What follows belongs to an exercise in optimizing a design on an open flow for small area, a short achievable clock period and few clock cycles per item; a production flow would make more cautious choices. Where RTL was checked, it was by simulation tests only, not by an equivalence proof against the original. The RTL of run 2 was laid out without a check of its function.

==> flow/design.v (outline; a module is shown in full before it is edited, if it fits) <==
// module Calvalid: 897 lines
// module CalvalidR: 903 lines
// module LowN: 7 lines
// module LowR: 5 lines
// module HiBit: 5 lines
// module LowBit: 4 lines
// module Nand2: 3 lines
// module Nand3: 3 lines
// module Nor2: 3 lines
// module Nor3: 3 lines
// module FullAdd: 4 lines
// module HitTest: 36 lines
// module RippleSub: 35 lines
module HitTest(
    input clk,
    input rst,
    input start,
    input rsel,
    input [15:0] x,
    input [15:0] y,
    input [15:0] notex,
    input [15:0] notey,
    input signed [15:0] indx,
    input signed [15:0] indy,
    output valJR,
    output valE,
    output valr,
    output valR,
    output reg ready
);
  // ...
==> flow/flow/run.sh <==
#!/bin/bash
set -euo pipefail
B="BUFFER_PORTS_ARGS=-buffer_cell sky130_fd_sc_hd__buf_1"
R=orfs/results/sky130hd/HitTest/base
bash standard.sh "$B" floorplan > standard_floorplan.log 2>&1
cat > upsize.tcl <<EOT
read_liberty $FLOW_HOME/platforms/sky130hd/lib/sky130_fd_sc_hd__tt_025C_1v80.lib
read_db $R/2_floorplan.odb
set n 0
foreach inst [[ord::get_db_block] getInsts] {
  set name [\$inst getName]
  if {[[\$inst getMaster] getName] eq "sky130_fd_sc_hd__dfxtp_1" && [string match {n[ab][xy]*} \$name]} {
    replace_cell \$name sky130_fd_sc_hd__dfxtp_4
    incr n
  }
}
puts "upsized \$n registers"
write_db $R/2_floorplan.odb
EOT
openroad -no_init -exit upsize.tcl > upsize.log 2>&1
bash standard.sh "$B" finish > standard_finish.log 2>&1
==> flow/standard.sh <==
#!/bin/bash
# synth_recipe.tcl (not shown) runs the flow's synth.tcl, then flattens the netlist and writes it again
# the make line also repeats each setting of config.mk as NAME=value (left out here)
make -C /OpenROAD-flow-scripts/flow DESIGN_CONFIG=/design/flow/config.mk WORK_HOME=/design/flow/orfs CLKGATE_MAP_FILE= SYNTH_SCRIPT=/design/flow/synth_recipe.tcl "${@:-finish}"
==> flow/config.mk <==
export PLATFORM = sky130hd
export DESIGN_NAME = HitTest
export DESIGN_NICKNAME = HitTest
export VERILOG_FILES = /design/flow/design.v
export SDC_FILE = /design/flow/constraint.sdc
export NUM_CORES = 4
export LEC_CHECK = 0
export CAP_MARGIN = 20
export CORE_MARGIN = 2
export CORE_UTILIZATION = 60
export CTS_BUF_LIST = sky130_fd_sc_hd__clkbuf_8
export SETUP_SLACK_MARGIN = 2.5
export SLEW_MARGIN = 20
export SYNTH_HIERARCHICAL = 1
export SYNTH_MINIMUM_KEEP_SIZE = 0
==> flow/constraint.sdc <==
create_clock -name core_clock -period 10.0 [get_ports {clk}]
set_input_delay 2.0000 -clock core_clock [delete_from_list [all_inputs] [get_ports {clk}]]
set_output_delay 2.0000 -clock core_clock [all_outputs]
set_load 0.01 [all_outputs]
==> out/results.ini, run 1 <==
[global_route]
grt_use_met3=0.04914
met1_usage=0.4172

[clock_network]
htreeDepth=3
cts.sinks=70
max-clock-path-buffers=2

[critical_path]
max_stage_delay_ns=0.54
cp.arrival_ns=5.15
critPathKind=reg -> out
required_ns=8.00
crit_start=nax[5]

[yosys]
async_flop_share=0
synth_top_family_by_area=adder cells
ys_ff_latch=70

[layout]
layout_common_cells=fa_1, nor2_1, buf_1
nFillCells=2552
non_clock_inverter_count=55
design_area_mm2=0.01971
diodes=0

[floorplanning]
dieHeight_um=181.5
die_width_um=181.5

[placement]
place_inst=2204
dpl_cell_area_mm2=0.01951
pre_cts_ws_ns=3.205

[hold_path]
min_path_type=in -> reg

[timing]
hold_violations=0

[run_status]
status=no timing/DRC/antenna violations

[routing]
wirelength_um=46130

Testbench counts, summed over its fixed seeds: cycles 16,000, items 16,000.
==> module Calvalid, before the edit <==
module Calvalid(
    input [16:0] na, nb,
    input rsel,
    output inJR, inE, inR
);
wire [16:0] a = ~na;
wire [16:0] b = ~nb;
wire t1 = a[1] & ~a[0];
wire t2 = a[2] & ~a[1];
wire t3 = a[3] & ~a[2];
wire t4 = a[4] & ~a[3];
wire t5 = a[5] & ~a[4];
wire t6 = a[6] & ~a[5];
wire t7 = a[7] & ~a[6];
wire t8 = a[8] & ~a[7];
wire t9 = a[9] & ~a[8];
wire t10 = a[10] & ~a[9];
wire t11 = a[11] & ~a[10];
wire t12 = a[12] & ~a[11];
wire t13 = a[13] & ~a[12];
wire t14 = a[14] & ~a[13];
wire t15 = a[15] & ~a[14];
wire t16 = a[0] & a[1];
wire t17 = a[0] & a[2];
wire t18 = a[0] & a[3];
wire t19 = a[0] & a[4];
wire t20 = a[0] & a[5];
wire t21 = a[0] & a[6];
wire t22 = a[0] & a[7];
wire t23 = a[0] & a[8];
wire t24 = a[0] & a[9];
wire t25 = a[0] & a[10];
wire t26 = a[0] & a[11];
wire t27 = a[0] & a[12];
wire t28 = a[0] & a[13];
wire t29 = a[0] & a[14];
wire t30 = a[0] & a[15];
wire t31 = a[1] & a[2];
wire t32 = a[1] & a[3];
wire t33 = a[1] & a[4];
wire t34 = a[1] & a[5];
wire t35 = a[1] & a[6];
wire t36 = a[1] & a[7];
wire t37 = a[1] & a[8];
wire t38 = a[1] & a[9];
wire t39 = a[1] & a[10];
wire t40 = a[1] & a[11];
wire t41 = a[1] & a[12];
wire t42 = a[1] & a[13];
wire t43 = a[1] & a[14];
wire t44 = a[1] & a[15];
wire t45 = a[2] & a[3];
wire t46 = a[2] & a[4];
wire t47 = a[2] & a[5];
wire t48 = a[2] & a[6];
wire t49 = a[2] & a[7];
wire t50 = a[2] & a[8];
wire t51 = a[2] & a[9];
wire t52 = a[2] & a[10];
wire t53 = a[2] & a[11];
wire t54 = a[2] & a[12];
wire t55 = a[2] & a[13];
wire t56 = a[2] & a[14];
wire t57 = a[2] & a[15];
wire t58 = a[3] & a[4];
wire t59 = a[3] & a[5];
wire t60 = a[3] & a[6];
wire t61 = a[3] & a[7];
wire t62 = a[3] & a[8];
wire t63 = a[3] & a[9];
wire t64 = a[3] & a[10];
wire t65 = a[3] & a[11];
wire t66 = a[3] & a[12];
wire t67 = a[3] & a[13];
wire t68 = a[3] & a[14];
wire t69 = a[3] & a[15];
wire t70 = a[4] & a[5];
wire t71 = a[4] & a[6];
wire t72 = a[4] & a[7];
wire t73 = a[4] & a[8];
wire t74 = a[4] & a[9];
wire t75 = a[4] & a[10];
wire t76 = a[4] & a[11];
wire t77 = a[4] & a[12];
wire t78 = a[4] & a[13];
wire t79 = a[4] & a[14];
wire t80 = a[4] & a[15];
wire t81 = a[5] & a[6];
wire t82 = a[5] & a[7];
wire t83 = a[5] & a[8];
wire t84 = a[5] & a[9];
wire t85 = a[5] & a[10];
wire t86 = a[5] & a[11];
wire t87 = a[5] & a[12];
wire t88 = a[5] & a[13];
wire t89 = a[5] & a[14];
wire t90 = a[5] & a[15];
wire t91 = a[6] & a[7];
wire t92 = a[6] & a[8];
wire t93 = a[6] & a[9];
wire t94 = a[6] & a[10];
wire t95 = a[6] & a[11];
wire t96 = a[6] & a[12];
wire t97 = a[6] & a[13];
wire t98 = a[6] & a[14];
wire t99 = a[6] & a[15];
wire t100 = a[7] & a[8];
wire t101 = a[7] & a[9];
wire t102 = a[7] & a[10];
wire t103 = a[7] & a[11];
wire t104 = a[7] & a[12];
wire t105 = a[7] & a[13];
wire t106 = a[7] & a[14];
wire t107 = a[7] & a[15];
wire t108 = a[8] & a[9];
wire t109 = a[8] & a[10];
wire t110 = a[8] & a[11];
wire t111 = a[8] & a[12];
wire t112 = a[8] & a[13];
wire t113 = a[8] & a[14];
wire t114 = a[8] & a[15];
wire t115 = a[9] & a[10];
wire t116 = a[9] & a[11];
wire t117 = a[9] & a[12];
wire t118 = a[9] & a[13];
wire t119 = a[9] & a[14];
wire t120 = a[9] & a[15];
wire t121 = a[10] & a[11];
wire t122 = a[10] & a[12];
wire t123 = a[10] & a[13];
wire t124 = a[10] & a[14];
wire t125 = a[10] & a[15];
wire t126 = a[11] & a[12];
wire t127 = a[11] & a[13];
wire t128 = a[11] & a[14];
wire t129 = a[11] & a[15];
wire t130 = a[12] & a[13];
wire t131 = a[12] & a[14];
wire t132 = a[12] & a[15];
wire t133 = a[13] & a[14];
wire t134 = a[13] & a[15];
wire t135 = a[14] & a[15];
wire t136 = ~(a[16] & a[0]);
wire t137 = ~(a[16] & a[1]);
wire t138 = ~(a[16] & a[2]);
wire t139 = ~(a[16] & a[3]);
wire t140 = ~(a[16] & a[4]);
wire t141 = ~(a[16] & a[5]);
wire t142 = ~(a[16] & a[6]);
wire t143 = ~(a[16] & a[7]);
wire t144 = ~(a[16] & a[8]);
wire t145 = ~(a[16] & a[9]);
wire t146 = ~(a[16] & a[10]);
wire t147 = ~(a[16] & a[11]);
wire t148 = ~(a[16] & a[12]);
wire t149 = ~(a[16] & a[13]);
wire t150 = ~(a[16] & a[14]);
wire t151 = b[1] & ~b[0];
wire t152 = b[2] & ~b[1];
wire t153 = b[3] & ~b[2];
wire t154 = b[4] & ~b[3];
wire t155 = b[5] & ~b[4];
wire t156 = b[6] & ~b[5];
wire t157 = b[7] & ~b[6];
wire t158 = b[8] & ~b[7];
wire t159 = b[9] & ~b[8];
wire t160 = b[10] & ~b[9];
wire t161 = b[11] & ~b[10];
wire t162 = b[12] & ~b[11];
wire t163 = b[13] & ~b[12];
wire t164 = b[14] & ~b[13];
wire t165 = b[15] & ~b[14];
wire t166 = b[0] & b[1];
wire t167 = b[0] & b[2];
wire t168 = b[0] & b[3];
wire t169 = b[0] & b[4];
wire t170 = b[0] & b[5];
wire t171 = b[0] & b[6];
wire t172 = b[0] & b[7];
wire t173 = b[0] & b[8];
wire t174 = b[0] & b[9];
wire t175 = b[0] & b[10];
wire t176 = b[0] & b[11];
wire t177 = b[0] & b[12];
wire t178 = b[0] & b[13];
wire t179 = b[0] & b[14];
wire t180 = b[0] & b[15];
wire t181 = b[1] & b[2];
wire t182 = b[1] & b[3];
wire t183 = b[1] & b[4];
wire t184 = b[1] & b[5];
wire t185 = b[1] & b[6];
wire t186 = b[1] & b[7];
wire t187 = b[1] & b[8];
wire t188 = b[1] & b[9];
wire t189 = b[1] & b[10];
wire t190 = b[1] & b[11];
wire t191 = b[1] & b[12];
wire t192 = b[1] & b[13];
wire t193 = b[1] & b[14];
wire t194 = b[1] & b[15];
wire t195 = b[2] & b[3];
wire t196 = b[2] & b[4];
wire t197 = b[2] & b[5];
wire t198 = b[2] & b[6];
wire t199 = b[2] & b[7];
wire t200 = b[2] & b[8];
wire t201 = b[2] & b[9];
wire t202 = b[2] & b[10];
wire t203 = b[2] & b[11];
wire t204 = b[2] & b[12];
wire t205 = b[2] & b[13];
wire t206 = b[2] & b[14];
wire t207 = b[2] & b[15];
wire t208 = b[3] & b[4];
wire t209 = b[3] & b[5];
wire t210 = b[3] & b[6];
wire t211 = b[3] & b[7];
wire t212 = b[3] & b[8];
wire t213 = b[3] & b[9];
wire t214 = b[3] & b[10];
wire t215 = b[3] & b[11];
wire t216 = b[3] & b[12];
wire t217 = b[3] & b[13];
wire t218 = b[3] & b[14];
wire t219 = b[3] & b[15];
wire t220 = b[4] & b[5];
wire t221 = b[4] & b[6];
wire t222 = b[4] & b[7];
wire t223 = b[4] & b[8];
wire t224 = b[4] & b[9];
wire t225 = b[4] & b[10];
wire t226 = b[4] & b[11];
wire t227 = b[4] & b[12];
wire t228 = b[4] & b[13];
wire t229 = b[4] & b[14];
wire t230 = b[4] & b[15];
wire t231 = b[5] & b[6];
wire t232 = b[5] & b[7];
wire t233 = b[5] & b[8];
wire t234 = b[5] & b[9];
wire t235 = b[5] & b[10];
wire t236 = b[5] & b[11];
wire t237 = b[5] & b[12];
wire t238 = b[5] & b[13];
wire t239 = b[5] & b[14];
wire t240 = b[5] & b[15];
wire t241 = b[6] & b[7];
wire t242 = b[6] & b[8];
wire t243 = b[6] & b[9];
wire t244 = b[6] & b[10];
wire t245 = b[6] & b[11];
wire t246 = b[6] & b[12];
wire t247 = b[6] & b[13];
wire t248 = b[6] & b[14];
wire t249 = b[6] & b[15];
wire t250 = b[7] & b[8];
wire t251 = b[7] & b[9];
wire t252 = b[7] & b[10];
wire t253 = b[7] & b[11];
wire t254 = b[7] & b[12];
wire t255 = b[7] & b[13];
wire t256 = b[7] & b[14];
wire t257 = b[7] & b[15];
wire t258 = b[8] & b[9];
wire t259 = b[8] & b[10];
wire t260 = b[8] & b[11];
wire t261 = b[8] & b[12];
wire t262 = b[8] & b[13];
wire t263 = b[8] & b[14];
wire t264 = b[8] & b[15];
wire t265 = b[9] & b[10];
wire t266 = b[9] & b[11];
wire t267 = b[9] & b[12];
wire t268 = b[9] & b[13];
wire t269 = b[9] & b[14];
wire t270 = b[9] & b[15];
wire t271 = b[10] & b[11];
wire t272 = b[10] & b[12];
wire t273 = b[10] & b[13];
wire t274 = b[10] & b[14];
wire t275 = b[10] & b[15];
wire t276 = b[11] & b[12];
wire t277 = b[11] & b[13];
wire t278 = b[11] & b[14];
wire t279 = b[11] & b[15];
wire t280 = b[12] & b[13];
wire t281 = b[12] & b[14];
wire t282 = b[12] & b[15];
wire t283 = b[13] & b[14];
wire t284 = b[13] & b[15];
wire t285 = b[14] & b[15];
wire t286 = ~(b[16] & b[0]);
wire t287 = ~(b[16] & b[1]);
wire t288 = ~(b[16] & b[2]);
wire t289 = ~(b[16] & b[3]);
wire t290 = ~(b[16] & b[4]);
wire t291 = ~(b[16] & b[5]);
wire t292 = ~(b[16] & b[6]);
wire t293 = ~(b[16] & b[7]);
wire t294 = ~(b[16] & b[8]);
wire t295 = ~(b[16] & b[9]);
wire t296 = ~(b[16] & b[10]);
wire t297 = ~(b[16] & b[11]);
wire t298 = ~(b[16] & b[12]);
wire t299 = ~(b[16] & b[13]);
wire t300 = ~(b[16] & b[14]);
wire s301, c301;
FullAdd fa301(.a(t16), .b(t17), .c(t166), .s(s301), .co(c301));
wire s302, c302;
FullAdd fa302(.a(t2), .b(t18), .c(t152), .s(s302), .co(c302));
wire s303, c303;
FullAdd fa303(.a(t19), .b(t31), .c(t32), .s(s303), .co(c303));
wire s304, c304;
FullAdd fa304(.a(t169), .b(t181), .c(t182), .s(s304), .co(c304));
wire s305, c305;
FullAdd fa305(.a(t3), .b(t20), .c(t33), .s(s305), .co(c305));
wire s306, c306;
FullAdd fa306(.a(t153), .b(t170), .c(t183), .s(s306), .co(c306));
wire s307, c307;
FullAdd fa307(.a(t21), .b(t34), .c(t45), .s(s307), .co(c307));
wire s308, c308;
FullAdd fa308(.a(t46), .b(t171), .c(t184), .s(s308), .co(c308));
wire s309 = t195 ^ t196;
wire c309 = t195 & t196;
wire s310, c310;
FullAdd fa310(.a(t4), .b(t22), .c(t35), .s(s310), .co(c310));
wire s311, c311;
FullAdd fa311(.a(t47), .b(t154), .c(t172), .s(s311), .co(c311));
wire s312 = t185 ^ t197;
wire c312 = t185 & t197;
wire s313, c313;
FullAdd fa313(.a(t23), .b(t36), .c(t48), .s(s313), .co(c313));
wire s314, c314;
FullAdd fa314(.a(t58), .b(t59), .c(t173), .s(s314), .co(c314));
wire s315, c315;
FullAdd fa315(.a(t186), .b(t198), .c(t208), .s(s315), .co(c315));
wire s316, c316;
FullAdd fa316(.a(t5), .b(t24), .c(t37), .s(s316), .co(c316));
wire s317, c317;
FullAdd fa317(.a(t49), .b(t60), .c(t155), .s(s317), .co(c317));
wire s318, c318;
FullAdd fa318(.a(t174), .b(t187), .c(t199), .s(s318), .co(c318));
wire s319, c319;
FullAdd fa319(.a(t25), .b(t38), .c(t50), .s(s319), .co(c319));
wire s320, c320;
FullAdd fa320(.a(t61), .b(t70), .c(t71), .s(s320), .co(c320));
wire s321, c321;
FullAdd fa321(.a(t175), .b(t188), .c(t200), .s(s321), .co(c321));
wire s322, c322;
FullAdd fa322(.a(t211), .b(t220), .c(t221), .s(s322), .co(c322));
wire s323, c323;
FullAdd fa323(.a(t6), .b(t26), .c(t39), .s(s323), .co(c323));
wire s324, c324;
FullAdd fa324(.a(t51), .b(t62), .c(t72), .s(s324), .co(c324));
wire s325, c325;
FullAdd fa325(.a(t156), .b(t176), .c(t189), .s(s325), .co(c325));
wire s326, c326;
FullAdd fa326(.a(t201), .b(t212), .c(t222), .s(s326), .co(c326));
wire s327, c327;
FullAdd fa327(.a(t27), .b(t40), .c(t52), .s(s327), .co(c327));
wire s328, c328;
FullAdd fa328(.a(t63), .b(t73), .c(t81), .s(s328), .co(c328));
wire s329 = t82 ^ t177;
wire c329 = t82 & t177;
wire s330, c330;
FullAdd fa330(.a(t7), .b(t28), .c(t41), .s(s330), .co(c330));
wire s331, c331;
FullAdd fa331(.a(t53), .b(t64), .c(t74), .s(s331), .co(c331));
wire s332, c332;
FullAdd fa332(.a(t29), .b(t42), .c(t54), .s(s332), .co(c332));
wire s333, c333;
FullAdd fa333(.a(t65), .b(t75), .c(t84), .s(s333), .co(c333));
wire s334 = t91 ^ t92;
wire c334 = t91 & t92;
wire s335, c335;
FullAdd fa335(.a(t8), .b(t30), .c(t43), .s(s335), .co(c335));
wire s336, c336;
FullAdd fa336(.a(t55), .b(t66), .c(t76), .s(s336), .co(c336));
wire s337, c337;
FullAdd fa337(.a(t85), .b(t93), .c(t158), .s(s337), .co(c337));
wire s338, c338;
FullAdd fa338(.a(t44), .b(t56), .c(t67), .s(s338), .co(c338));
wire s339, c339;
FullAdd fa339(.a(t77), .b(t86), .c(t94), .s(s339), .co(c339));
wire s340, c340;
FullAdd fa340(.a(t100), .b(t101), .c(t136), .s(s340), .co(c340));
wire s341, c341;
FullAdd fa341(.a(t194), .b(t206), .c(t217), .s(s341), .co(c341));
wire s342, c342;
FullAdd fa342(.a(t9), .b(t57), .c(t68), .s(s342), .co(c342));
wire s343, c343;
FullAdd fa343(.a(t78), .b(t87), .c(t95), .s(s343), .co(c343));
wire s344, c344;
FullAdd fa344(.a(t102), .b(t137), .c(t159), .s(s344), .co(c344));
wire s345 = t207 ^ t218;
wire c345 = t207 & t218;
wire s346, c346;
FullAdd fa346(.a(t69), .b(t79), .c(t88), .s(s346), .co(c346));
wire s347, c347;
FullAdd fa347(.a(t96), .b(t103), .c(t108), .s(s347), .co(c347));
wire s348, c348;
FullAdd fa348(.a(t109), .b(t138), .c(t219), .s(s348), .co(c348));
wire s349 = t229 ^ t238;
wire c349 = t229 & t238;
wire s350, c350;
FullAdd fa350(.a(t10), .b(t80), .c(t89), .s(s350), .co(c350));
wire s351, c351;
FullAdd fa351(.a(t97), .b(t104), .c(t110), .s(s351), .co(c351));
wire s352 = t139 ^ t160;
wire c352 = t139 & t160;
wire s353, c353;
FullAdd fa353(.a(t90), .b(t98), .c(t105), .s(s353), .co(c353));
wire s354, c354;
FullAdd fa354(.a(t111), .b(t115), .c(t116), .s(s354), .co(c354));
wire s355 = t11 ^ t99;
wire c355 = t11 & t99;
wire s356 = t168 ^ c301;
wire c356 = t168 & c301;
wire s357, c357;
FullAdd fa357(.a(c302), .b(s303), .c(s304), .s(s357), .co(c357));
wire s358, c358;
FullAdd fa358(.a(c303), .b(c304), .c(s305), .s(s358), .co(c358));
wire s359, c359;
FullAdd fa359(.a(s309), .b(c305), .c(c306), .s(s359), .co(c359));
wire s360 = s307 ^ s308;
wire c360 = s307 & s308;
wire s361, c361;
FullAdd fa361(.a(c309), .b(s312), .c(c307), .s(s361), .co(c361));
wire s362, c362;
FullAdd fa362(.a(c308), .b(s310), .c(s311), .s(s362), .co(c362));
wire s363, c363;
FullAdd fa363(.a(t209), .b(c312), .c(c310), .s(s363), .co(c363));
wire s364, c364;
FullAdd fa364(.a(c311), .b(s313), .c(s314), .s(s364), .co(c364));
wire s365, c365;
FullAdd fa365(.a(t210), .b(c313), .c(c314), .s(s365), .co(c365));
wire s366, c366;
FullAdd fa366(.a(c315), .b(s316), .c(s317), .s(s366), .co(c366));
wire s367, c367;
FullAdd fa367(.a(c316), .b(c317), .c(c318), .s(s367), .co(c367));
wire s368, c368;
FullAdd fa368(.a(s319), .b(s320), .c(s321), .s(s368), .co(c368));
wire s369, c369;
FullAdd fa369(.a(c319), .b(c320), .c(c321), .s(s369), .co(c369));
wire s370, c370;
FullAdd fa370(.a(c322), .b(s323), .c(s324), .s(s370), .co(c370));
wire s371 = s325 ^ s326;
wire c371 = s325 & s326;
wire s372, c372;
FullAdd fa372(.a(t190), .b(t202), .c(t213), .s(s372), .co(c372));
wire s373, c373;
FullAdd fa373(.a(t223), .b(t231), .c(t232), .s(s373), .co(c373));
wire s374, c374;
FullAdd fa374(.a(s329), .b(c323), .c(c324), .s(s374), .co(c374));
wire s375 = c325 ^ c326;
wire c375 = c325 & c326;
wire s376, c376;
FullAdd fa376(.a(t83), .b(t157), .c(t178), .s(s376), .co(c376));
wire s377, c377;
FullAdd fa377(.a(t191), .b(t203), .c(t214), .s(s377), .co(c377));
wire s378, c378;
FullAdd fa378(.a(t224), .b(t233), .c(c329), .s(s378), .co(c378));
wire s379, c379;
FullAdd fa379(.a(c327), .b(c328), .c(s330), .s(s379), .co(c379));
wire s380, c380;
FullAdd fa380(.a(t179), .b(t192), .c(t204), .s(s380), .co(c380));
wire s381, c381;
FullAdd fa381(.a(t215), .b(t225), .c(t234), .s(s381), .co(c381));
wire s382, c382;
FullAdd fa382(.a(t241), .b(t242), .c(s334), .s(s382), .co(c382));
wire s383, c383;
FullAdd fa383(.a(c330), .b(c331), .c(s332), .s(s383), .co(c383));
wire s384, c384;
FullAdd fa384(.a(t180), .b(t193), .c(t205), .s(s384), .co(c384));
wire s385, c385;
FullAdd fa385(.a(t216), .b(t226), .c(t235), .s(s385), .co(c385));
wire s386, c386;
FullAdd fa386(.a(t243), .b(c334), .c(c332), .s(s386), .co(c386));
wire s387, c387;
FullAdd fa387(.a(c333), .b(s335), .c(s336), .s(s387), .co(c387));
wire s388, c388;
FullAdd fa388(.a(t227), .b(t236), .c(t244), .s(s388), .co(c388));
wire s389, c389;
FullAdd fa389(.a(t250), .b(t251), .c(t286), .s(s389), .co(c389));
wire s390, c390;
FullAdd fa390(.a(c335), .b(c336), .c(c337), .s(s390), .co(c390));
wire s391, c391;
FullAdd fa391(.a(s338), .b(s339), .c(s340), .s(s391), .co(c391));
wire s392, c392;
FullAdd fa392(.a(t228), .b(t237), .c(t245), .s(s392), .co(c392));
wire s393, c393;
FullAdd fa393(.a(t252), .b(t287), .c(s345), .s(s393), .co(c393));
wire s394, c394;
FullAdd fa394(.a(c338), .b(c339), .c(c340), .s(s394), .co(c394));
wire s395, c395;
FullAdd fa395(.a(c341), .b(s342), .c(s343), .s(s395), .co(c395));
wire s396, c396;
FullAdd fa396(.a(t246), .b(t253), .c(t258), .s(s396), .co(c396));
wire s397, c397;
FullAdd fa397(.a(t259), .b(t288), .c(c345), .s(s397), .co(c397));
wire s398, c398;
FullAdd fa398(.a(s349), .b(c342), .c(c343), .s(s398), .co(c398));
wire s399, c399;
FullAdd fa399(.a(c344), .b(s346), .c(s347), .s(s399), .co(c399));
wire s400, c400;
FullAdd fa400(.a(t230), .b(t239), .c(t247), .s(s400), .co(c400));
wire s401, c401;
FullAdd fa401(.a(t254), .b(t260), .c(t289), .s(s401), .co(c401));
wire s402, c402;
FullAdd fa402(.a(c349), .b(s352), .c(c346), .s(s402), .co(c402));
wire s403, c403;
FullAdd fa403(.a(c347), .b(c348), .c(s350), .s(s403), .co(c403));
wire s404, c404;
FullAdd fa404(.a(t140), .b(t240), .c(t248), .s(s404), .co(c404));
wire s405, c405;
FullAdd fa405(.a(t255), .b(t261), .c(t265), .s(s405), .co(c405));
wire s406, c406;
FullAdd fa406(.a(t266), .b(t290), .c(c352), .s(s406), .co(c406));
wire s407, c407;
FullAdd fa407(.a(c350), .b(c351), .c(s353), .s(s407), .co(c407));
wire s408, c408;
FullAdd fa408(.a(t106), .b(t112), .c(t117), .s(s408), .co(c408));
wire s409, c409;
FullAdd fa409(.a(t141), .b(t161), .c(t249), .s(s409), .co(c409));
wire s410, c410;
FullAdd fa410(.a(t256), .b(t262), .c(t267), .s(s410), .co(c410));
wire s411, c411;
FullAdd fa411(.a(t291), .b(s355), .c(c353), .s(s411), .co(c411));
wire s412, c412;
FullAdd fa412(.a(t107), .b(t113), .c(t118), .s(s412), .co(c412));
wire s413, c413;
FullAdd fa413(.a(t121), .b(t122), .c(t142), .s(s413), .co(c413));
wire s414, c414;
FullAdd fa414(.a(t257), .b(t263), .c(t268), .s(s414), .co(c414));
wire s415, c415;
FullAdd fa415(.a(t271), .b(t272), .c(t292), .s(s415), .co(c415));
wire s416, c416;
FullAdd fa416(.a(t12), .b(t114), .c(t119), .s(s416), .co(c416));
wire s417, c417;
FullAdd fa417(.a(t123), .b(t143), .c(t162), .s(s417), .co(c417));
wire s418 = t264 ^ t269;
wire c418 = t264 & t269;
wire s419, c419;
FullAdd fa419(.a(t120), .b(t124), .c(t126), .s(s419), .co(c419));
wire s420, c420;
FullAdd fa420(.a(t127), .b(t144), .c(t270), .s(s420), .co(c420));
wire s421 = t13 ^ t125;
wire c421 = t13 & t125;
wire s422 = s306 ^ c357;
wire c422 = s306 & c357;
wire s423, c423;
FullAdd fa423(.a(s360), .b(s359), .c(c358), .s(s423), .co(c423));
wire s424, c424;
FullAdd fa424(.a(c360), .b(c359), .c(s361), .s(s424), .co(c424));
wire s425, c425;
FullAdd fa425(.a(s315), .b(c361), .c(s363), .s(s425), .co(c425));
wire s426 = c362 ^ s364;
wire c426 = c362 & s364;
wire s427, c427;
FullAdd fa427(.a(s318), .b(c363), .c(s365), .s(s427), .co(c427));
wire s428 = c364 ^ s366;
wire c428 = c364 & s366;
wire s429, c429;
FullAdd fa429(.a(s322), .b(c365), .c(s367), .s(s429), .co(c429));
wire s430 = c366 ^ s368;
wire c430 = c366 & s368;
wire s431, c431;
FullAdd fa431(.a(s371), .b(c367), .c(s369), .s(s431), .co(c431));
wire s432 = c368 ^ s370;
wire c432 = c368 & s370;
wire s433, c433;
FullAdd fa433(.a(s372), .b(s373), .c(s327), .s(s433), .co(c433));
wire s434, c434;
FullAdd fa434(.a(s328), .b(c371), .c(s375), .s(s434), .co(c434));
wire s435 = c369 ^ s374;
wire c435 = c369 & s374;
wire s436, c436;
FullAdd fa436(.a(c372), .b(c373), .c(s376), .s(s436), .co(c436));
wire s437, c437;
FullAdd fa437(.a(s377), .b(s331), .c(c375), .s(s437), .co(c437));
wire s438, c438;
FullAdd fa438(.a(s378), .b(c374), .c(s379), .s(s438), .co(c438));
wire s439, c439;
FullAdd fa439(.a(c376), .b(c377), .c(s380), .s(s439), .co(c439));
wire s440, c440;
FullAdd fa440(.a(s381), .b(s333), .c(c378), .s(s440), .co(c440));
wire s441, c441;
FullAdd fa441(.a(s382), .b(c379), .c(s383), .s(s441), .co(c441));
wire s442, c442;
FullAdd fa442(.a(c380), .b(c381), .c(s384), .s(s442), .co(c442));
wire s443, c443;
FullAdd fa443(.a(s385), .b(s337), .c(c382), .s(s443), .co(c443));
wire s444, c444;
FullAdd fa444(.a(s386), .b(c383), .c(s387), .s(s444), .co(c444));
wire s445, c445;
FullAdd fa445(.a(c384), .b(c385), .c(s388), .s(s445), .co(c445));
wire s446, c446;
FullAdd fa446(.a(s389), .b(s341), .c(c386), .s(s446), .co(c446));
wire s447, c447;
FullAdd fa447(.a(s390), .b(c387), .c(s391), .s(s447), .co(c447));
wire s448, c448;
FullAdd fa448(.a(c388), .b(c389), .c(s392), .s(s448), .co(c448));
wire s449, c449;
FullAdd fa449(.a(s344), .b(s393), .c(c390), .s(s449), .co(c449));
wire s450, c450;
FullAdd fa450(.a(s394), .b(c391), .c(s395), .s(s450), .co(c450));
wire s451, c451;
FullAdd fa451(.a(c392), .b(s396), .c(s348), .s(s451), .co(c451));
wire s452, c452;
FullAdd fa452(.a(c393), .b(s397), .c(c394), .s(s452), .co(c452));
wire s453, c453;
FullAdd fa453(.a(s398), .b(c395), .c(s399), .s(s453), .co(c453));
wire s454, c454;
FullAdd fa454(.a(c396), .b(s400), .c(s401), .s(s454), .co(c454));
wire s455, c455;
FullAdd fa455(.a(s351), .b(c397), .c(c398), .s(s455), .co(c455));
wire s456, c456;
FullAdd fa456(.a(s402), .b(c399), .c(s403), .s(s456), .co(c456));
wire s457, c457;
FullAdd fa457(.a(c400), .b(c401), .c(s404), .s(s457), .co(c457));
wire s458, c458;
FullAdd fa458(.a(s405), .b(s354), .c(s406), .s(s458), .co(c458));
wire s459, c459;
FullAdd fa459(.a(c402), .b(c403), .c(s407), .s(s459), .co(c459));
wire s460, c460;
FullAdd fa460(.a(c354), .b(c404), .c(c405), .s(s460), .co(c460));
wire s461, c461;
FullAdd fa461(.a(s408), .b(s409), .c(s410), .s(s461), .co(c461));
wire s462, c462;
FullAdd fa462(.a(c406), .b(s411), .c(c407), .s(s462), .co(c462));
wire s463, c463;
FullAdd fa463(.a(c355), .b(c408), .c(c409), .s(s463), .co(c463));
wire s464, c464;
FullAdd fa464(.a(c410), .b(s412), .c(s413), .s(s464), .co(c464));
wire s465, c465;
FullAdd fa465(.a(s414), .b(s415), .c(c411), .s(s465), .co(c465));
wire s466, c466;
FullAdd fa466(.a(t273), .b(t293), .c(s418), .s(s466), .co(c466));
wire s467, c467;
FullAdd fa467(.a(c412), .b(c413), .c(c414), .s(s467), .co(c467));
wire s468, c468;
FullAdd fa468(.a(c415), .b(s416), .c(s417), .s(s468), .co(c468));
wire s469, c469;
FullAdd fa469(.a(t274), .b(t276), .c(t277), .s(s469), .co(c469));
wire s470, c470;
FullAdd fa470(.a(t294), .b(c418), .c(c416), .s(s470), .co(c470));
wire s471, c471;
FullAdd fa471(.a(c417), .b(s419), .c(s420), .s(s471), .co(c471));
wire s472, c472;
FullAdd fa472(.a(t128), .b(t145), .c(t163), .s(s472), .co(c472));
wire s473, c473;
FullAdd fa473(.a(t275), .b(t278), .c(t295), .s(s473), .co(c473));
wire s474, c474;
FullAdd fa474(.a(s421), .b(c419), .c(c420), .s(s474), .co(c474));
wire s475, c475;
FullAdd fa475(.a(t129), .b(t130), .c(t131), .s(s475), .co(c475));
wire s476, c476;
FullAdd fa476(.a(t146), .b(t279), .c(t280), .s(s476), .co(c476));
wire s477, c477;
FullAdd fa477(.a(t281), .b(t296), .c(c421), .s(s477), .co(c477));
wire s478, c478;
FullAdd fa478(.a(t14), .b(t132), .c(t147), .s(s478), .co(c478));
wire s479 = t164 ^ t282;
wire c479 = t164 & t282;
wire s480, c480;
FullAdd fa480(.a(t133), .b(t134), .c(t148), .s(s480), .co(c480));
wire s481 = s362 ^ c423;
wire c481 = s362 & c423;
wire s482, c482;
FullAdd fa482(.a(s426), .b(c424), .c(s425), .s(s482), .co(c482));
wire s483, c483;
FullAdd fa483(.a(c426), .b(s428), .c(c425), .s(s483), .co(c483));
wire s484, c484;
FullAdd fa484(.a(c428), .b(s430), .c(c427), .s(s484), .co(c484));
wire s485, c485;
FullAdd fa485(.a(c430), .b(s432), .c(c429), .s(s485), .co(c485));
wire s486, c486;
FullAdd fa486(.a(c370), .b(s433), .c(s434), .s(s486), .co(c486));
wire s487 = s435 ^ c432;
wire c487 = s435 & c432;
wire s488, c488;
FullAdd fa488(.a(c433), .b(s436), .c(s437), .s(s488), .co(c488));
wire s489, c489;
FullAdd fa489(.a(c434), .b(c435), .c(s438), .s(s489), .co(c489));
wire s490, c490;
FullAdd fa490(.a(c436), .b(s439), .c(c437), .s(s490), .co(c490));
wire s491, c491;
FullAdd fa491(.a(s440), .b(c438), .c(s441), .s(s491), .co(c491));
wire s492, c492;
FullAdd fa492(.a(c439), .b(s442), .c(c440), .s(s492), .co(c492));
wire s493, c493;
FullAdd fa493(.a(s443), .b(c441), .c(s444), .s(s493), .co(c493));
wire s494, c494;
FullAdd fa494(.a(c442), .b(s445), .c(c443), .s(s494), .co(c494));
wire s495, c495;
FullAdd fa495(.a(s446), .b(c444), .c(s447), .s(s495), .co(c495));
wire s496, c496;
FullAdd fa496(.a(c445), .b(s448), .c(c446), .s(s496), .co(c496));
wire s497, c497;
FullAdd fa497(.a(s449), .b(c447), .c(s450), .s(s497), .co(c497));
wire s498, c498;
FullAdd fa498(.a(c448), .b(s451), .c(c449), .s(s498), .co(c498));
wire s499, c499;
FullAdd fa499(.a(s452), .b(c450), .c(s453), .s(s499), .co(c499));
wire s500, c500;
FullAdd fa500(.a(c451), .b(s454), .c(c452), .s(s500), .co(c500));
wire s501, c501;
FullAdd fa501(.a(s455), .b(c453), .c(s456), .s(s501), .co(c501));
wire s502, c502;
FullAdd fa502(.a(c454), .b(s457), .c(s458), .s(s502), .co(c502));
wire s503, c503;
FullAdd fa503(.a(c455), .b(c456), .c(s459), .s(s503), .co(c503));
wire s504, c504;
FullAdd fa504(.a(s460), .b(c457), .c(s461), .s(s504), .co(c504));
wire s505, c505;
FullAdd fa505(.a(c458), .b(s462), .c(c459), .s(s505), .co(c505));
wire s506, c506;
FullAdd fa506(.a(c460), .b(s463), .c(c461), .s(s506), .co(c506));
wire s507, c507;
FullAdd fa507(.a(s464), .b(c462), .c(s465), .s(s507), .co(c507));
wire s508, c508;
FullAdd fa508(.a(s466), .b(c463), .c(s467), .s(s508), .co(c508));
wire s509, c509;
FullAdd fa509(.a(c464), .b(s468), .c(c465), .s(s509), .co(c509));
wire s510, c510;
FullAdd fa510(.a(s469), .b(c466), .c(c467), .s(s510), .co(c510));
wire s511, c511;
FullAdd fa511(.a(s470), .b(c468), .c(s471), .s(s511), .co(c511));
wire s512, c512;
FullAdd fa512(.a(c469), .b(s472), .c(s473), .s(s512), .co(c512));
wire s513, c513;
FullAdd fa513(.a(c470), .b(s474), .c(c471), .s(s513), .co(c513));
wire s514, c514;
FullAdd fa514(.a(c472), .b(c473), .c(s475), .s(s514), .co(c514));
wire s515, c515;
FullAdd fa515(.a(s476), .b(s477), .c(c474), .s(s515), .co(c515));
wire s516, c516;
FullAdd fa516(.a(t297), .b(s479), .c(c475), .s(s516), .co(c516));
wire s517, c517;
FullAdd fa517(.a(c476), .b(s478), .c(c477), .s(s517), .co(c517));
wire s518, c518;
FullAdd fa518(.a(t283), .b(t284), .c(t298), .s(s518), .co(c518));
wire s519, c519;
FullAdd fa519(.a(c479), .b(c478), .c(s480), .s(s519), .co(c519));
wire s520, c520;
FullAdd fa520(.a(t15), .b(t149), .c(t165), .s(s520), .co(c520));
wire s521 = t299 ^ c480;
wire c521 = t299 & c480;
wire s522 = t135 ^ t150 ^ t285;
wire s523 = s427 ^ s483;
wire c523 = s427 & s483;
wire s524, c524;
FullAdd fa524(.a(s429), .b(c483), .c(s484), .s(s524), .co(c524));
wire s525, c525;
FullAdd fa525(.a(s431), .b(c484), .c(s485), .s(s525), .co(c525));
wire s526, c526;
FullAdd fa526(.a(c431), .b(s487), .c(s486), .s(s526), .co(c526));
wire s527, c527;
FullAdd fa527(.a(c487), .b(s488), .c(c486), .s(s527), .co(c527));
wire s528, c528;
FullAdd fa528(.a(c488), .b(s490), .c(c489), .s(s528), .co(c528));
wire s529, c529;
FullAdd fa529(.a(c490), .b(s492), .c(c491), .s(s529), .co(c529));
wire s530, c530;
FullAdd fa530(.a(c492), .b(s494), .c(c493), .s(s530), .co(c530));
wire s531, c531;
FullAdd fa531(.a(c494), .b(s496), .c(c495), .s(s531), .co(c531));
wire s532, c532;
FullAdd fa532(.a(c496), .b(s498), .c(c497), .s(s532), .co(c532));
wire s533, c533;
FullAdd fa533(.a(c498), .b(s500), .c(c499), .s(s533), .co(c533));
wire s534, c534;
FullAdd fa534(.a(s502), .b(c500), .c(c501), .s(s534), .co(c534));
wire s535, c535;
FullAdd fa535(.a(s504), .b(c502), .c(c503), .s(s535), .co(c535));
wire s536, c536;
FullAdd fa536(.a(s506), .b(c504), .c(s507), .s(s536), .co(c536));
wire s537, c537;
FullAdd fa537(.a(c506), .b(s508), .c(s509), .s(s537), .co(c537));
wire s538, c538;
FullAdd fa538(.a(c508), .b(s510), .c(s511), .s(s538), .co(c538));
wire s539, c539;
FullAdd fa539(.a(s512), .b(c510), .c(s513), .s(s539), .co(c539));
wire s540, c540;
FullAdd fa540(.a(c512), .b(s514), .c(c513), .s(s540), .co(c540));
wire s541, c541;
FullAdd fa541(.a(s516), .b(c514), .c(s517), .s(s541), .co(c541));
wire s542, c542;
FullAdd fa542(.a(s518), .b(c516), .c(s519), .s(s542), .co(c542));
wire s543, c543;
FullAdd fa543(.a(c518), .b(s520), .c(s521), .s(s543), .co(c543));
wire s544 = t300 ^ c520 ^ s522;
wire s545 = c485 ^ s526;
wire c545 = c485 & s526;
wire s546, c546;
FullAdd fa546(.a(s489), .b(c526), .c(s527), .s(s546), .co(c546));
wire s547, c547;
FullAdd fa547(.a(s491), .b(c527), .c(s528), .s(s547), .co(c547));
wire s548, c548;
FullAdd fa548(.a(s493), .b(c528), .c(s529), .s(s548), .co(c548));
wire s549, c549;
FullAdd fa549(.a(s495), .b(c529), .c(s530), .s(s549), .co(c549));
wire s550, c550;
FullAdd fa550(.a(s497), .b(c530), .c(s531), .s(s550), .co(c550));
wire s551, c551;
FullAdd fa551(.a(s499), .b(c531), .c(s532), .s(s551), .co(c551));
wire s552, c552;
FullAdd fa552(.a(s501), .b(c532), .c(s533), .s(s552), .co(c552));
wire s553, c553;
FullAdd fa553(.a(s503), .b(c533), .c(s534), .s(s553), .co(c553));
wire s554, c554;
FullAdd fa554(.a(s505), .b(c534), .c(s535), .s(s554), .co(c554));
wire s555, c555;
FullAdd fa555(.a(c505), .b(c535), .c(s536), .s(s555), .co(c555));
wire s556, c556;
FullAdd fa556(.a(c507), .b(s537), .c(c536), .s(s556), .co(c556));
wire s557, c557;
FullAdd fa557(.a(c509), .b(s538), .c(c537), .s(s557), .co(c557));
wire s558, c558;
FullAdd fa558(.a(c511), .b(s539), .c(c538), .s(s558), .co(c558));
wire s559, c559;
FullAdd fa559(.a(s515), .b(s540), .c(c539), .s(s559), .co(c559));
wire s560, c560;
FullAdd fa560(.a(c515), .b(s541), .c(c540), .s(s560), .co(c560));
wire s561, c561;
FullAdd fa561(.a(c517), .b(s542), .c(c541), .s(s561), .co(c561));
wire s562, c562;
FullAdd fa562(.a(c519), .b(s543), .c(c542), .s(s562), .co(c562));
wire s563 = c521 ^ s544 ^ c543;
wire [12:0] lx = {c524, c523, c482, c481, s424, c422, s358, c356, s302, t167, t1, 1'b0, a[0]};
wire [12:0] ly = {s525, s524, s523, s482, s481, s423, s422, s357, s356, s301, t151, 1'b0, b[0]};
wire cl;
wire h564;
LowBit #(.ZI(0)) hb564(.x(s545), .y(c525), .c(cl), .ok(h564));
wire okl = h564;
wire h565;
HiBit #(.ZI(0), .ZP(0)) hb565(.x(s546), .y(c545), .xp(s545), .yp(c525), .ok(h565));
wire h566;
HiBit #(.ZI(0), .ZP(0)) hb566(.x(s547), .y(c546), .xp(s546), .yp(c545), .ok(h566));
wire h567;
HiBit #(.ZI(0), .ZP(0)) hb567(.x(s548), .y(c547), .xp(s547), .yp(c546), .ok(h567));
wire h568;
HiBit #(.ZI(0), .ZP(0)) hb568(.x(s549), .y(c548), .xp(s548), .yp(c547), .ok(h568));
wire h569;
HiBit #(.ZI(1), .ZP(0)) hb569(.x(s550), .y(c549), .xp(s549), .yp(c548), .ok(h569));
wire h570;
HiBit #(.ZI(1), .ZP(1)) hb570(.x(s551), .y(c550), .xp(s550), .yp(c549), .ok(h570));
wire h571;
HiBit #(.ZI(1), .ZP(1)) hb571(.x(s552), .y(c551), .xp(s551), .yp(c550), .ok(h571));
wire h572;
HiBit #(.ZI(1), .ZP(1)) hb572(.x(s553), .y(c552), .xp(s552), .yp(c551), .ok(h572));
wire h573;
HiBit #(.ZI(1), .ZP(1)) hb573(.x(s554), .y(c553), .xp(s553), .yp(c552), .ok(h573));
wire h574;
HiBit #(.ZI(1), .ZP(1)) hb574(.x(s555), .y(c554), .xp(s554), .yp(c553), .ok(h574));
wire h575;
HiBit #(.ZI(1), .ZP(1)) hb575(.x(s556), .y(c555), .xp(s555), .yp(c554), .ok(h575));
wire h576;
HiBit #(.ZI(1), .ZP(1)) hb576(.x(s557), .y(c556), .xp(s556), .yp(c555), .ok(h576));
wire h577;
HiBit #(.ZI(1), .ZP(1)) hb577(.x(s558), .y(c557), .xp(s557), .yp(c556), .ok(h577));
wire h578;
HiBit #(.ZI(1), .ZP(1)) hb578(.x(s559), .y(c558), .xp(s558), .yp(c557), .ok(h578));
wire h579;
HiBit #(.ZI(1), .ZP(1)) hb579(.x(s560), .y(c559), .xp(s559), .yp(c558), .ok(h579));
wire h580;
HiBit #(.ZI(1), .ZP(1)) hb580(.x(s561), .y(c560), .xp(s560), .yp(c559), .ok(h580));
wire h581;
HiBit #(.ZI(1), .ZP(1)) hb581(.x(s562), .y(c561), .xp(s561), .yp(c560), .ok(h581));
wire h582;
HiBit #(.ZI(1), .ZP(1)) hb582(.x(s563), .y(c562), .xp(s562), .yp(c561), .ok(h582));
wire q583;
Nand3 g583(.a(h565), .b(h566), .c(h567), .y(q583));
wire q584;
Nand3 g584(.a(h568), .b(h569), .c(h570), .y(q584));
wire q585;
Nand3 g585(.a(h571), .b(h572), .c(h573), .y(q585));
wire q586;
Nand3 g586(.a(h574), .b(h575), .c(h576), .y(q586));
wire q587;
Nand3 g587(.a(h577), .b(h578), .c(h579), .y(q587));
wire q588;
Nand3 g588(.a(h580), .b(h581), .c(h582), .y(q588));
wire q589;
Nor3 g589(.a(q583), .b(q584), .c(q585), .y(q589));
wire q590;
Nor3 g590(.a(q586), .b(q587), .c(q588), .y(q590));
wire q591;
Nand2 g591(.a(q589), .b(q590), .y(q591));
wire hi_ok = ~q591;
wire lJR, lE, lR;
LowN low(.lx(lx), .ly(ly), .rsel(rsel), .c(cl), .inJR(lJR), .inE(lE), .inR(lR));
assign inJR = hi_ok & okl & lJR;
assign inE = hi_ok & okl & lE;
assign inR = hi_ok & okl & lR;
endmodule
==> inputs of run 2 (changes only) <==
--- a/flow/design.v
+++ b/flow/design.v
@@ -865,40 +865,37 @@
 wire h579;
 HiBit #(.ZI(1), .ZP(1)) hb579(.x(s560), .y(c559), .xp(s559), .yp(c558), .ok(h579));
 wire h580;
 HiBit #(.ZI(1), .ZP(1)) hb580(.x(s561), .y(c560), .xp(s560), .yp(c559), .ok(h580));
 wire h581;
 HiBit #(.ZI(1), .ZP(1)) hb581(.x(s562), .y(c561), .xp(s561), .yp(c560), .ok(h581));
 wire h582;
 HiBit #(.ZI(1), .ZP(1)) hb582(.x(s563), .y(c562), .xp(s562), .yp(c561), .ok(h582));
+wire lJR, lE, lR;
+LowN low(.lx(lx), .ly(ly), .rsel(rsel), .c(cl), .inJR(lJR), .inE(lE), .inR(lR));
 wire q583;
 Nand3 g583(.a(h565), .b(h566), .c(h567), .y(q583));
 wire q584;
 Nand3 g584(.a(h568), .b(h569), .c(h570), .y(q584));
 wire q585;
 Nand3 g585(.a(h571), .b(h572), .c(h573), .y(q585));
 wire q586;
 Nand3 g586(.a(h574), .b(h575), .c(h576), .y(q586));
 wire q587;
 Nand3 g587(.a(h577), .b(h578), .c(h579), .y(q587));
 wire q588;
 Nand3 g588(.a(h580), .b(h581), .c(h582), .y(q588));
 wire q589;
 Nor3 g589(.a(q583), .b(q584), .c(q585), .y(q589));
 wire q590;
 Nor3 g590(.a(q586), .b(q587), .c(q588), .y(q590));
-wire q591;
-Nand2 g591(.a(q589), .b(q590), .y(q591));
-wire hi_ok = ~q591;
-wire lJR, lE, lR;
-LowN low(.lx(lx), .ly(ly), .rsel(rsel), .c(cl), .inJR(lJR), .inE(lE), .inR(lR));
-assign inJR = hi_ok & okl & lJR;
-assign inE = hi_ok & okl & lE;
-assign inR = hi_ok & okl & lR;
+And4 g591(.a(q589), .b(q590), .c(lJR), .d(okl), .y(inJR));
+And4 g592(.a(q589), .b(q590), .c(lE), .d(okl), .y(inE));
+And4 g593(.a(q589), .b(q590), .c(lR), .d(okl), .y(inR));
 endmodule
 module CalvalidR(
     input [16:0] na, nb,
     input rsel,
     output inR
 );
 wire [16:0] a = ~na;
 wire [16:0] b = ~nb;
@@ -1762,16 +1759,18 @@
 wire h579;
 HiBit #(.ZI(1), .ZP(1)) hb579(.x(s553), .y(c552), .xp(s552), .yp(c551), .ok(h579));
 wire h580;
 HiBit #(.ZI(1), .ZP(1)) hb580(.x(s554), .y(c553), .xp(s553), .yp(c552), .ok(h580));
 wire h581;
 HiBit #(.ZI(1), .ZP(1)) hb581(.x(s555), .y(c554), .xp(s554), .yp(c553), .ok(h581));
 wire h582;
 HiBit #(.ZI(1), .ZP(1)) hb582(.x(s556), .y(c555), .xp(s555), .yp(c554), .ok(h582));
+wire lR;
+LowR low(.lx(lx), .ly(ly), .rsel(rsel), .c(cl), .inR(lR));
 wire q583;
 Nand3 g583(.a(h558), .b(h559), .c(h560), .y(q583));
 wire q584;
 Nand3 g584(.a(h561), .b(h562), .c(h563), .y(q584));
 wire q585;
 Nand3 g585(.a(h564), .b(h565), .c(h566), .y(q585));
 wire q586;
 Nand3 g586(.a(h567), .b(h568), .c(h569), .y(q586));
@@ -1786,22 +1785,19 @@
 wire q591;
 Nand2 g591(.a(h581), .b(h582), .y(q591));
 wire q592;
 Nor3 g592(.a(q583), .b(q584), .c(q585), .y(q592));
 wire q593;
 Nor3 g593(.a(q586), .b(q587), .c(q588), .y(q593));
 wire q594;
 Nor3 g594(.a(q589), .b(q590), .c(q591), .y(q594));
-wire q595;
-Nand3 g595(.a(q592), .b(q593), .c(q594), .y(q595));
-wire hi_ok = ~q595;
-wire lR;
-LowR low(.lx(lx), .ly(ly), .rsel(rsel), .c(cl), .inR(lR));
-assign inR = hi_ok & okl & lR;
+wire ol595;
+And2 g596(.a(lR), .b(okl), .y(ol595));
+And4 g597(.a(q592), .b(q593), .c(q594), .d(ol595), .y(inR));
 endmodule
 module LowN(input [12:0] lx, ly, input rsel, output c, inJR, inE, inR);
 wire [12:0] l;
 assign {c, l} = lx + ly;
 assign inJR = l <= 13'd5625;
 assign inE = l <= 13'd1024;
 assign inR = l <= (rsel ? 13'd26 : 13'd37);
 endmodule
@@ -1814,16 +1810,25 @@
 wire p = ZI ? ~(x ^ y) : (x ^ y);
 wire g = ZP ? (xp & yp) : (xp | yp);
 assign ok = p == g;
 endmodule
 module LowBit #(parameter ZI = 0) (input x, y, c, output ok);
 wire p = ZI ? ~(x ^ y) : (x ^ y);
 assign ok = p == c;
 endmodule
+module And2(input a, b, output y);
+assign y = a & b;
+endmodule
+module And3(input a, b, c, output y);
+assign y = a & b & c;
+endmodule
+module And4(input a, b, c, d, output y);
+assign y = a & b & c & d;
+endmodule
 module Nand2(input a, b, output y);
 assign y = ~(a & b);
 endmodule
 module Nand3(input a, b, c, output y);
 assign y = ~(a & b & c);
 endmodule
 module Nor2(input a, b, output y);
 assign y = ~(a | b);
==> flow/config.mk (replaced) <==
export PLATFORM = sky130hd
export DESIGN_NAME = HitTest
export DESIGN_NICKNAME = HitTest
export VERILOG_FILES = /design/flow/design.v
export SDC_FILE = /design/flow/constraint.sdc
export NUM_CORES = 4
export LEC_CHECK = 0
export CAP_MARGIN = 20
export CORE_MARGIN = 2
export CORE_UTILIZATION = 60
export SETUP_SLACK_MARGIN = 2.5
export SLEW_MARGIN = 20
export SYNTH_HIERARCHICAL = 1
export SYNTH_MINIMUM_KEEP_SIZE = 0
==> run 2 against run 1 <==
Against the previous run: final area rose by 0.67%; first-iteration DRC count shrank 3.9%; still clean; critical endpoint is now valE; worst hold slack gained 0.012 ns; routed wire length grew 1.8%; clock-buffer cell count is 1 higher; flip-flop and latch count did not move.
==> out/results.ini, run 2 <==
[run_status]
status=no timing/DRC/antenna violations

[critical_path]
crit_fanout=18
endpoint_kind=output pin
required_ns=8.00  ; about the same
critPathKind=reg -> out
start_kind=register
cp.arrival_ns=5.19  ; +0.04 ns

[placement]
hpwl_um=37450
port_buffers=104
dpl_cell_area_mm2=0.01951  ; unchanged
finalWeightedCongestion=0.8651

[yosys]
synth-edff-count=0
async_flop_share=0  ; unchanged
yosysTopAreaCellShare=0.5612
seq_area_frac_synth=0.07412
ys_ff_latch=70  ; unchanged
synth.largest_area_cell=fa_1
netlist_instances=1832
ys.flop_type=dfxtp_1
synth_area_leaders=fa_1, nor2_1, dfxtp_1
synth.most_common_cell=fa_1
ys_types=58
synth_warnings=7
netlist_area_mm2=0.01891
avgSynthCellArea_um2=10.32
synthTopCellsByCount=fa_1, nor2_1, clkbuf_1, ha_1, xnor2_1

[routing]
via_per_inst=5.894
drtIter0Drc=646
num_vias=13080
wirelength_um=46960  ; +1.8%
wl_per_cell_um=21.15
drc_errors=0
ant_nets=0
first_pass_iters=5

[clock_network]
cts_tree=done
clk_pin_slew_ns=0.06
root_buffer=clkbuf_16
cts_buffers=9
cts.sinks=70  ; unchanged
max-clock-path-buffers=2  ; unchanged
htreeDepth=3  ; unchanged

[global_route]
overflow=0
antenna_found_initial=3
grt_pass1_wl_um=78450
first_global_vias=14930
grt_max_degree=19
grt_usage=0.3108

[floorplanning]
dieArea_mm2=0.03295
core_mm2=0.03083
initial_core_util=0.6132
core.rowCount=64
die_width_um=181.5  ; unchanged
dieHeight_um=181.5  ; unchanged
io_pins=105

[hold_path]
min_path_type=in -> reg
hp-start=rsel
hold_end=rs
hold_depth=1

[timing]
setup-violations-final=0
post-route-period-util=0.7193
post-route-min-period_ns=7.193
max_freq_mhz=139.0
hold_violations=0  ; unchanged
slew_viol_final=0
rsz0062_at_grt=no
totalNegativeSetupSlack_ns=0

[layout]
layout_common_cells=fa_1, nor2_1, buf_1
diodes=0  ; unchanged
final_nets=2537
drive_gt1_frac=0.09046
design_area_mm2=0.01984  ; +0.67%
area_growth_pct=4.937
final_common_cell=fa_1

[flow_run]
drv_cap=0

==> run 2: worst max-delay path by stage <==
stage | from | to | cells past startpoint
after global placement | nay[10] | valE | 16
after global routing | nay[0] | valE | 16
final | nay[10] | valE | 16
after floorplan | nax[10] | valE | 18
after detailed placement | nay[10] | valE | 16
after CTS | nay[10] | valE | 16
==> run 2: Yosys stat by module (local to each module, per instance), a selection <==
module / times used / area [um2] / flops+latches
And2: 1 / 6.256 / 0
And4: 4 / 8.758 / 0
Calvalid: 1 / 1919 / 0
CalvalidR: 1 / 1829 / 0
FullAdd: 528 / 20.02 / 0
HitTest: 1 / 1535 / 70
LowN: 1 / 957.2 / 0
LowR: 1 / 380.4 / 0
Nand2: 2 / 3.754 / 0
Nand3: 13 / 5.005 / 0
Nor3: 5 / 10.01 / 0
RippleSub: 4 / 147.6 / 0
==> run 2: area by class of cell <==
| class | instances | area, um2 |
|---|---|---|
| clock buffer | 10 | 229.0 |
| clock inverter | 6 | 70.07 |
| fill | 2534 | 10990 |
| inverter | 55 | 206.4 |
| multi-input combinational | 1576 | 16770 |
| sequential | 70 | 1657 |
| tap | 396 | 495.5 |
| timing repair buffer | 107 | 412.9 |
==> run 2: timing repair <==
item / in CTS / in global routing
resized for setup: 0 / 1
setup buffers: 0 / 3
setup endpoints to repair: 0 / 1
hold buffers: 0 / 0
==> run 2: logic make-up (layout without fill, tap and decap cells) <==
| group | after synthesis | after routing | synth area share |
|---|---|---|---|
| compound gates | 103 | 103 | 0.03792 |
| xor+xnor | 114 | 114 | 0.05573 |
| fa+ha+maj | 618 | 618 | 0.6195 |
| buf+inv | 192 | 178 | 0.04044 |
| flops | 70 | 70 | 0.07412 |
| mux | 2 | 2 | 0.001059 |
| other cells | 2 | 8 | 0.0003972 |
| simple gates | 731 | 731 | 0.1709 |
==> run 2: layer usage <==
layer / vias to the layer above / track usage / share of wire
li1: 5612 / - / -
met1: 6840 / 0.3932 / 0.38
met2: 502 / 0.5393 / 0.52
met3: 128 / 0.05195 / 0.066
met4: 2 / 0.1200 / 0.038
met5: - / 0 / 0.00023
==> run 2: worst max-delay path, cell delays in order, from the launching register on <==
cell and delay [ns]:
dfxtp_4 0.51, nor2_1 0.10, fa_1 0.59, fa_1 0.45
ha_1 0.33, fa_1 0.54, fa_1 0.41, ha_1 0.40
nor2b_1 0.18, a2bb2oi_1 0.18, nand3_1 0.09, mux2i_1 0.24
nand3b_1 0.14, nor4_2 0.20, o21a_1 0.15, and4_1 0.18
buf_1 0.15
==> run 2: stage by stage <==
| stage | setup slack, ns | hold slack, ns | util | cells |
|---|---|---|---|---|
| 5_1_grt | 2.545 | 1.744 | 0.6435 | 2220 |
| 4_1_cts | 2.708 | 1.730 | 0.6426 | 2217 |
| 6_report | 2.807 | 1.746 | 0.6435 | 2220 |
| 2_1_floorplan | 3.333 | 2.028 | - | 1838 |
| 3_5_place_dp | 3.095 | 2.099 | 0.6329 | 2201 |
| 3_3_place_gp | 3.173 | 2.096 | 0.6329 | 2201 |

## separate check: timing with driven ports
How much do the figures lean on ideal ports? The routed layouts below were timed once more, with nothing changed but the port constraints.
Step 1 assumes that a clkbuf_16 drives the clock port and a buf_2 every other input.
Step 2 times the ports against the registers' clock, not the clock port: input delays grow and output delays shrink by t, the midpoint of the rising clock arrivals with the driver on.
Slacks: ideal ports / drivers / drivers and shift; pairs: ideal ports / drivers.
run	t (ns)	setup WS [ns]	worst setup path after step 2
run 1	0.401	2.850 / 2.809 / 3.210	register to output
run 2	0.390	2.807 / 2.763 / 3.153	register to output
After both steps setup and hold are still met in every run listed.
